This is an optimization exercise on Yosys and OpenROAD, whose aim is small area and a short achievable clock period, not a production implementation. RTL that was checked went through simulation tests only; none was proved equivalent to the original. Power figures rest on the tool's default switching activity, not on a simulated workload.

## v21
// bitonic_top
module bitonic_top #(parameter NUM_INPUT = 16, DATA_WIDTH = 8)
(clk, reset, data_in, valid, done, data_out);
Size in the first run: ~5300 cells after synthesis, ~860 flip-flops, about 260 I/O pins.
clock: 3.0 ns
lec_check: 0
cap_margin: 20
core_margin: 2
core_utilization: 40
slew_margin: 20
run.sh (not shown) runs the stock make flow with config.mk's settings and CLKGATE_MAP_FILE= SYNTH_SCRIPT=/design/flow/synth_recipe.tcl, a recipe that flattens the netlist after the stock synthesis.
### v21 -> v3
- setting SETUP_SLACK_MARGIN to 1.4 for the first time
- setting CTS_CLUSTER_DIAMETER to 60 for the first time
- changing CORE_UTILIZATION from 40 to 65
- setting CTS_CLUSTER_SIZE to 30 for the first time
==> flow/flow/run.sh (new file) <==
#!/bin/bash
# Own layout flow: the standard layout, except that the synthesis maps the
# combinational logic with flow/abc.script (an area-recovering ABC script) in place of
# ORFS's speed script. Registers, their names and everything after synthesis are as in
# the standard flow. Ports are buffered with buf_2 cells.
set -euo pipefail
W=$(pwd)
{
  head -n 1 synth_recipe.tcl
  cat <<EOF
proc abc {args} {
  set i [lsearch -exact \$args -script]
  if { \$i >= 0 } { set args [lreplace \$args [expr {\$i+1}] [expr {\$i+1}] $W/flow/abc.script] }
  yosys abc {*}\$args
}
EOF
  tail -n +2 synth_recipe.tcl
} > my_synth.tcl
sed "s#SYNTH_SCRIPT=[^ ]*#SYNTH_SCRIPT=$W/my_synth.tcl#" standard.sh > my_standard.sh
grep -q "SYNTH_SCRIPT=$W/my_synth.tcl" my_standard.sh
bash my_standard.sh "BUFFER_PORTS_ARGS=-buffer_cell sky130_fd_sc_hd__buf_2" finish > flow.log 2>&1
==> flow/flow/abc.script (new file) <==
strash
dc2
strash
&get -n
&dch -f
&nf -R 100 -p
&put
==> flow/standard.sh (new file) <==
#!/bin/bash
# synth_recipe.tcl (not shown) runs the flow's synth.tcl, then flattens the netlist and writes it again
# the make line also repeats each setting of config.mk as NAME=value (left out here)
make -C /OpenROAD-flow-scripts/flow DESIGN_CONFIG=/design/flow/config.mk WORK_HOME=/design/flow/orfs CLKGATE_MAP_FILE= SYNTH_SCRIPT=/design/flow/synth_recipe.tcl "${@:-finish}"
removed: flow/run.sh
[summary]
Run status, v3: aborted in 5_1_grt, error DPL-0038. Compared with v21, v3 shows a number of CTS-inserted buffers that is 49 lower. For the post-CTS setup-driven buffer insertion count, v3 came in 210 higher than v21 did. Measured against each other, v21 and v3 differ in x dimension of the die, the higher figure coming from v21. Post-CTS resize count delta for v3 relative to v21: 1444 higher. Of v21 and v3, v21 shows the lower initial cell density of the core, with v3 above it. The lower number of standard-cell rows in the floorplan came out of v3.
Modified inputs, v31 compared to v3
- changing SETUP_SLACK_MARGIN from 1.4 to 1.0
- changing CORE_UTILIZATION from 65 to 55
- removing CTS_CLUSTER_SIZE (formerly 30)
- removing CTS_CLUSTER_DIAMETER (formerly 60)
==> flow/run.sh (new file) <==
#!/bin/bash
# synth_recipe.tcl (not shown) runs the flow's synth.tcl, then flattens the netlist and writes it again
# the make line also repeats each setting of config.mk as NAME=value (left out here)
make -C /OpenROAD-flow-scripts/flow DESIGN_CONFIG=/design/flow/config.mk WORK_HOME=/design/flow/orfs CLKGATE_MAP_FILE= SYNTH_SCRIPT=/design/flow/synth_recipe.tcl finish
removed: flow/flow/run.sh
removed: flow/flow/abc.script
removed: flow/standard.sh
--- outcome ---
Changes observed in v31 relative to v3: H-tree depth has increased, count of state elements after synthesis has remained practically unchanged, total number of placement rows has increased, multiplexer fraction of the synthesized cell area has remained practically unchanged.
The run showing the greater sequential area share after synthesis is v3.
Looking at the reports, v31 completed the entire flow and the layout it produced met the timing, DRC and antenna checks.
Going from v3 to v31, total placed cells including tap cells grows by 1315.
Compound-gate portion of the synthesized area delta for v31 relative to v3: 9.4 points higher
On v31: synthesized cell count is 23% higher than what v3 gave.
On v31: post-synthesis net count is about 23% higher than what v3 gave.
v31 vs v3 on simple-gate area share of the yosys netlist: v31 is the lower one.
No functional check of the RTL was part of any run of this note.

Setup of birch:
bitonic_top, a different RTL version from the one above (not shown whole).
Size: about 4300 cells after synthesis, ~910 flip-flops, ~260 I/O pins, about 35000 um^2 of cells after synthesis.
Settings: LEC_CHECK=0, CAP_MARGIN=20, CORE_MARGIN=2, CORE_UTILIZATION=65, CTS_CLUSTER_DIAMETER=60, CTS_CLUSTER_SIZE=30, GPL_ROUTABILITY_DRIVEN=0, SETUP_SLACK_MARGIN=1.3, SLEW_MARGIN=20; clock period 3.0 ns.
standard.sh (not shown) runs the stock make flow with config.mk's settings and CLKGATE_MAP_FILE= SYNTH_SCRIPT=/design/flow/synth_recipe.tcl, a recipe that flattens the netlist after the stock synthesis.
==> flow/flow/run.sh <==
#!/bin/bash
# Own layout flow: the standard layout, except that the synthesis maps the
# combinational logic with flow/abc.script (an area-recovering ABC script) in place of
# ORFS's speed script. Registers, their names and everything after synthesis are as in
# the standard flow. Ports are buffered with buf_2 cells.
set -euo pipefail
W=$(pwd)
{
  head -n 1 synth_recipe.tcl
  cat <<EOF
proc abc {args} {
  set i [lsearch -exact \$args -script]
  if { \$i >= 0 } { set args [lreplace \$args [expr {\$i+1}] [expr {\$i+1}] $W/flow/abc.script] }
  yosys abc {*}\$args
}
EOF
  tail -n +2 synth_recipe.tcl
} > my_synth.tcl
sed "s#SYNTH_SCRIPT=[^ ]*#SYNTH_SCRIPT=$W/my_synth.tcl#" standard.sh > my_standard.sh
grep -q "SYNTH_SCRIPT=$W/my_synth.tcl" my_standard.sh
bash my_standard.sh "BUFFER_PORTS_ARGS=-buffer_cell sky130_fd_sc_hd__buf_2" finish > flow.log 2>&1
==> flow/flow/abc.script <==
strash
dc2
strash
&get -n
&dch -f
&nf -R 100 -p
&put
Input-level comparison between maple and birch:
Settings: GPL_ROUTABILITY_DRIVEN: 0 -> unset; SETUP_SLACK_MARGIN: 1.3 -> 1.1.
Results
Diff birch -> maple: sequential cell area in the final layout shows a reduction of 68 um^2; routed wire length went down by 0.57%; count of inserted antenna diode cells climbed 1.
maple ends up with lower proportion of layout cells with a drive suffix above 1 than birch does.
Delta(critical path depth, maple - birch) < 0
maple has highest net fanout along the worst path above what birch had.
On met2 wire length: between maple and birch, it ends up higher for birch.

bitonic_top again, from the RTL that the note above started with.
==> flow/design.v (excerpt) <==
module bitonic_top #(parameter NUM_INPUT = 16, DATA_WIDTH = 8)
(clk, reset, data_in, valid, done, data_out);
input clk;
input reset;
input [127:0] data_in;
input valid;
output done;
output [127:0] data_out;
wire [0:0] in0_0 = data_in[7:7];
wire [0:0] in0_1 = data_in[6:6];
wire [0:0] in0_2 = data_in[5:5];
wire [0:0] in0_3 = data_in[4:4];
wire [0:0] in0_4 = data_in[3:3];
wire [0:0] in0_5 = data_in[2:2];
wire [0:0] in0_6 = data_in[1:1];
wire [0:0] in0_7 = data_in[0:0];
wire [0:0] in1_0 = data_in[15:15];
wire [0:0] in1_1 = data_in[14:14];
wire [0:0] in1_2 = data_in[13:13];
wire [0:0] in1_3 = data_in[12:12];
wire [0:0] in1_4 = data_in[11:11];
wire [0:0] in1_5 = data_in[10:10];
wire [0:0] in1_6 = data_in[9:9];
wire [0:0] in1_7 = data_in[8:8];
wire [0:0] in2_0 = data_in[23:23];
wire [0:0] in2_1 = data_in[22:22];
wire [0:0] in2_2 = data_in[21:21];
wire [0:0] in2_3 = data_in[20:20];
  ...
clock: 3.0 ns
lec_check: 0
cap_margin: 20
core_margin: 2
core_utilization: 65
cts_cluster_diameter: 60
cts_cluster_size: 30
setup_slack_margin: 1.35
slew_margin: 20
Scripts as last shown in full above: flow/flow/run.sh, flow/flow/abc.script
The baseline completed with no timing, DRC or antenna violations.
Edit:
- SETUP_SLACK_MARGIN: 1.35 -> 1.5
After rerunning: Non-clock buffer count goes up by 42; sequential power goes up by about 3%; sequential share of layout area goes down by 2.2 points; cell area goes up by 5.8%; total power goes up by 6.1%; wire length goes up by 4.0%.
Edit:
- SETUP_SLACK_MARGIN: 1.5 -> 1.2
The new run finished with timing, DRC and antenna clean.
Wire length fell by a few percent.
Power fell by a little under a tenth.
Count of clock-buffer cells in the layout drops by 3.
Cell area goes down by a little under a tenth.
Global-route usage went down by 0.99 points.
Cell count goes down slightly.
Worst hold slack barely changes.
Edit:
- SETUP_SLACK_MARGIN: 1.2 -> 1.4
Outcome: Cell area goes up by 2.6%. Final cell count hardly moves. Sequential cell count is unchanged. Setup slack improved by 0.12 ns. Hold slack gains 0.0079 ns. Total power came out higher by 1.9%. Count of clock-buffer cells in the layout grows by 4. Clock power drops by 7.7%.
Edit:
- SETUP_SLACK_MARGIN: 1.4 -> 1.3
Setup slack is better by 0.0095 ns.
Clock-buffer cell count does not change.
Fmax goes up by about 0.56%.
Global-route usage barely changes.
Design area decreases by 1.3%.

bitonic_top, a different RTL version from the one above (not shown whole).
Size: ~4,500 cells after synthesis, about 1,100 flip-flops, roughly 38,000 um^2 of cells after synthesis.
export LEC_CHECK = 0
export CAP_MARGIN = 20
export CORE_MARGIN = 2
export CORE_UTILIZATION = 65
export CTS_CLUSTER_DIAMETER = 45
export CTS_CLUSTER_SIZE = 25
export SETUP_SLACK_MARGIN = 1.4
export SLEW_MARGIN = 20
create_clock -name core_clock -period 3.0 [get_ports {clk}]
Scripts as last shown in full above: flow/flow/run.sh, flow/flow/abc.script
The baseline went through all stages and came out clean.
Rerun with:
Settings changed: CTS_CLUSTER_DIAMETER 45 to 60, CTS_CLUSTER_SIZE 25 to 30, SETUP_SLACK_MARGIN 1.4 to 1.3.
=>
- non-clock buffer count decreases by 2
- utilization came out lower by 4.2 points
- worst hold slack is better by 0.014 ns
- synthesized cell count stays the same
- flip-flop and latch count does not change
- fmax goes up by about 0.7%
- setup slack gains 0.012 ns
Rerun with:
--- a/flow/flow/run.sh
+++ b/flow/flow/run.sh
@@ -5 +5 @@
-# the standard flow. Ports are buffered with buf_2 cells.
+# the standard flow.
@@ -21 +21 @@
-bash my_standard.sh "BUFFER_PORTS_ARGS=-buffer_cell sky130_fd_sc_hd__buf_2" finish > flow.log 2>&1
+bash my_standard.sh > flow.log 2>&1
==> flow/flow/abc.script (replaced) <==
strash
dc2
strash
&get -n
&dch -f
&nf {D}
&put
Settings changed: CORE_UTILIZATION 65 to 55, CTS_CLUSTER_DIAMETER 60 to not set, CTS_CLUSTER_SIZE 30 to not set, SETUP_SLACK_MARGIN 1.3 to 1.0.
=> The new run finished with timing, DRC and antenna clean; synthesized area came out higher by 4.0%; sequential share of layout area goes down by 4.8 points; count of clock-buffer cells in the layout climbs by 87.
Rerun with:
Settings changed: CORE_UTILIZATION 55 to 65, CTS_CLUSTER_DIAMETER set to 60, CTS_CLUSTER_SIZE set to 30, SETUP_SLACK_MARGIN 1.0 to 1.3.
=> Wire length goes down by 3.2%. Sequential cell count does not change. Clock skew goes up by 0.0081 ns. Area after synthesis is unchanged. Final area is lower by 3.2%. Power went down by 8.5%. Worst setup slack gains 0.14 ns. Sequential power barely changes.

Starting RTL as in the previous note.
export LEC_CHECK = 0
export CAP_MARGIN = 20
export CORE_MARGIN = 2
export CORE_UTILIZATION = 60
export CTS_CLUSTER_DIAMETER = 60
export CTS_CLUSTER_SIZE = 30
export SETUP_SLACK_MARGIN = 1.5
export SLEW_MARGIN = 20
create_clock -name core_clock -period 3.0 [get_ports {clk}]
==> flow/flow/run.sh <==
#!/bin/bash
# Own layout flow: the standard layout, except that the synthesis maps the
# combinational logic with flow/abc.script (an area-recovering ABC script) in place of
# ORFS's speed script. Registers, their names and everything after synthesis are as in
# the standard flow. Ports are buffered with buf_2 cells.
set -euo pipefail
W=$(pwd)
{
  head -n 1 synth_recipe.tcl
  cat <<EOF
proc abc {args} {
  set i [lsearch -exact \$args -script]
  if { \$i >= 0 } { set args [lreplace \$args [expr {\$i+1}] [expr {\$i+1}] $W/flow/abc.script] }
  yosys abc {*}\$args
}
EOF
  tail -n +2 synth_recipe.tcl
} > my_synth.tcl
sed "s#SYNTH_SCRIPT=[^ ]*#SYNTH_SCRIPT=$W/my_synth.tcl#" standard.sh > my_standard.sh
grep -q "SYNTH_SCRIPT=$W/my_synth.tcl" my_standard.sh
bash my_standard.sh "BUFFER_PORTS_ARGS=-buffer_cell sky130_fd_sc_hd__buf_2" finish > flow.log 2>&1
==> flow/flow/abc.script <==
strash
dc2
strash
&get -n
&dch -f
&nf -R 100 -p
&put
The starting point finished clean.
Rerun with:
==> flow/flow/abc.script (replaced) <==
strash
dc2
strash
&get -n
&dch -f
&nf {D}
&put
CORE_UTILIZATION = 65   (was 60)
SETUP_SLACK_MARGIN = 1.3   (was 1.5)
Die area goes down by 3.9%. Maximum frequency falls by 3.6%. Utilization goes up by 2.5 points. Worst setup slack degrades by 64 ps. Non-clock buffer count fell by 24. Power goes down by about 0.44%. Synthesized cell count drops by about 10%.
Rerun with:
==> flow/run.sh (new file) <==
#!/bin/bash
# synth_recipe.tcl (not shown) runs the flow's synth.tcl, then flattens the netlist and writes it again
# the make line also repeats each setting of config.mk as NAME=value (left out here)
make -C /OpenROAD-flow-scripts/flow DESIGN_CONFIG=/design/flow/config.mk WORK_HOME=/design/flow/orfs CLKGATE_MAP_FILE= SYNTH_SCRIPT=/design/flow/synth_recipe.tcl finish
CORE_UTILIZATION = 55   (was 65)
CTS_CLUSTER_DIAMETER = not set   (was 60)
CTS_CLUSTER_SIZE = not set   (was 30)
SETUP_SLACK_MARGIN = 1.0   (was 1.3)
removed: flow/flow/run.sh
removed: flow/flow/abc.script
removed: flow/standard.sh
The changed run completed without violations.
Total power grows by 18%.
Setup slack gets worse by 260 ps.
Die area grows by 35%.
Area after synthesis rises by 14%.
Global-route usage fell by 2.7 points.
Cell area is higher by 18%.
Via count rises by about 26%.
Routed wire length climbs by about 22%.
Core utilization falls by 9.6 points.
Final cell count goes up by about 28%.

bitonic_top again, from the RTL that the note above started with.
clock: 3.0 ns
lec_check: 0
cap_margin: 20
core_margin: 2
core_utilization: 65
cts_cluster_diameter: 60
cts_cluster_size: 30
setup_slack_margin: 1.15
slew_margin: 20
==> flow/flow/run.sh <==
#!/bin/bash
# Own layout flow: the standard layout, except that the synthesis maps the
# combinational logic with flow/abc.script (an area-recovering ABC script) in place of
# ORFS's speed script. Registers, their names and everything after synthesis are as in
# the standard flow. Ports are buffered with buf_2 cells.
set -euo pipefail
W=$(pwd)
{
  head -n 1 synth_recipe.tcl
  cat <<EOF
proc abc {args} {
  set i [lsearch -exact \$args -script]
  if { \$i >= 0 } { set args [lreplace \$args [expr {\$i+1}] [expr {\$i+1}] $W/flow/abc.script] }
  yosys abc {*}\$args
}
EOF
  tail -n +2 synth_recipe.tcl
} > my_synth.tcl
sed "s#SYNTH_SCRIPT=[^ ]*#SYNTH_SCRIPT=$W/my_synth.tcl#" standard.sh > my_standard.sh
grep -q "SYNTH_SCRIPT=$W/my_synth.tcl" my_standard.sh
bash my_standard.sh "BUFFER_PORTS_ARGS=-buffer_cell sky130_fd_sc_hd__buf_2" finish > flow.log 2>&1
==> flow/flow/abc.script <==
strash
dc2
strash
&get -n
&dch -f
&nf -R 100 -p
&put
The baseline passed the timing, DRC and antenna checks.
==> next run, changes <==
CTS_CLUSTER_DIAMETER = 70   (was 60)
CTS_CLUSTER_SIZE = 36   (was 30)
SETUP_SLACK_MARGIN = 1.4   (was 1.15)
Effect: Worst setup slack gains 0.068 ns. Total power rises by about 2.4%. Clock power falls by 4.4%. Hold slack gains 0.016 ns. Cell area rises by about 3%. Flip-flop and latch count stays the same. Area after synthesis does not change. Maximum frequency rises by 4.0%. Wire length rises by about 2.2%. Count of clock-buffer cells in the layout falls by 8.
==> next run, changes <==
CTS_CLUSTER_DIAMETER = 60   (was 70)
CTS_CLUSTER_SIZE = 30   (was 36)
What happened:
- The new run finished with timing, DRC and antenna clean
- total power climbs slightly
- clock-buffer cell count climbs by 8
- non-clock buffer count drops by 1
- clock power climbs by a few percent
- routed wire length stays flat
- core utilization climbs by 0.19 points
- register-to-register slack improved by 0.06 ns

-- re-timing with driven ports --
No port has a modelled driver above. Below, the same layouts with a new extraction and two added sets of constraints. Step 1 sets driving cells, clkbuf_16 on the clock port and buf_2 on the other inputs (assumed; they add their load-dependent delay and slew). Step 2 adds t to the input delays and takes it off the output delays; t is the mean of the earliest and latest rising clock arrival at the registers after step 1. Input paths then give back, and output paths get back, about the clock's delay inside the block. Slacks: no drivers / after step 1 / after step 2; pairs: no drivers / after step 1.
run	t, ns	setup WS [ns]	hold WS [ns]	worst register clock-pin slew, ns
v21	0.752	0.423 / 0.423 / 0.298	0.323 / 0.304 / 0.323	0.07 / 0.07
v31	0.720	0.828 / 0.828 / 0.467	0.318 / 0.318 / 0.318	0.07 / 0.07
birch	0.683	1.309 / 1.247 / 0.910	0.055 / 0.018 / 0.321	0.11 / 0.11
maple	0.681	1.169 / 1.169 / 0.837	0.059 / 0.020 / 0.311	0.11 / 0.11
the first run of note 3	0.680	1.296 / 1.232 / 0.886	0.066 / 0.022 / 0.320	0.11 / 0.11
the second run of note 3	0.682	1.321 / 1.261 / 0.988	0.059 / 0.020 / 0.322	0.11 / 0.11
the third run of note 3	0.683	1.180 / 1.180 / 0.815	0.058 / 0.019 / 0.311	0.11 / 0.11
the fourth run of note 3	0.674	1.300 / 1.246 / 0.841	0.066 / 0.027 / 0.311	0.10 / 0.10
the fifth run of note 3	0.682	1.310 / 1.248 / 0.919	0.054 / 0.014 / 0.313	0.10 / 0.10
the first run of note 4	0.715	1.294 / 1.231 / 1.409	0.029 / -0.012 / 0.319	0.09 / 0.09
the second run of note 4	0.697	1.306 / 1.243 / 1.332	0.043 / 0.000 / 0.319	0.11 / 0.11
the third run of note 4	0.727	1.103 / 1.077 / 1.103	0.320 / 0.320 / 0.320	0.07 / 0.07
the fourth run of note 4	0.697	1.243 / 1.232 / 1.233	0.315 / 0.315 / 0.315	0.11 / 0.11
the first run of note 5	0.711	1.305 / 1.238 / 1.476	0.045 / -0.003 / 0.326	0.11 / 0.11
the second run of note 5	0.710	1.242 / 1.213 / 1.242	0.031 / -0.014 / 0.329	0.11 / 0.11
the third run of note 5	0.738	0.977 / 0.977 / 0.977	0.319 / 0.313 / 0.319	0.06 / 0.06
the first run of note 6	0.700	1.243 / 1.227 / 1.243	0.041 / -0.002 / 0.321	0.11 / 0.11
the second run of note 6	0.687	1.310 / 1.248 / 1.310	0.057 / 0.012 / 0.330	0.12 / 0.12
the third run of note 6	0.700	1.304 / 1.240 / 1.369	0.044 / 0.000 / 0.322	0.11 / 0.11
After both steps every run listed still meets setup and hold. The setup slack of the fourth run of note 3, which loses most, moves by -0.054 ns with the drivers and by -0.459 ns with both steps.
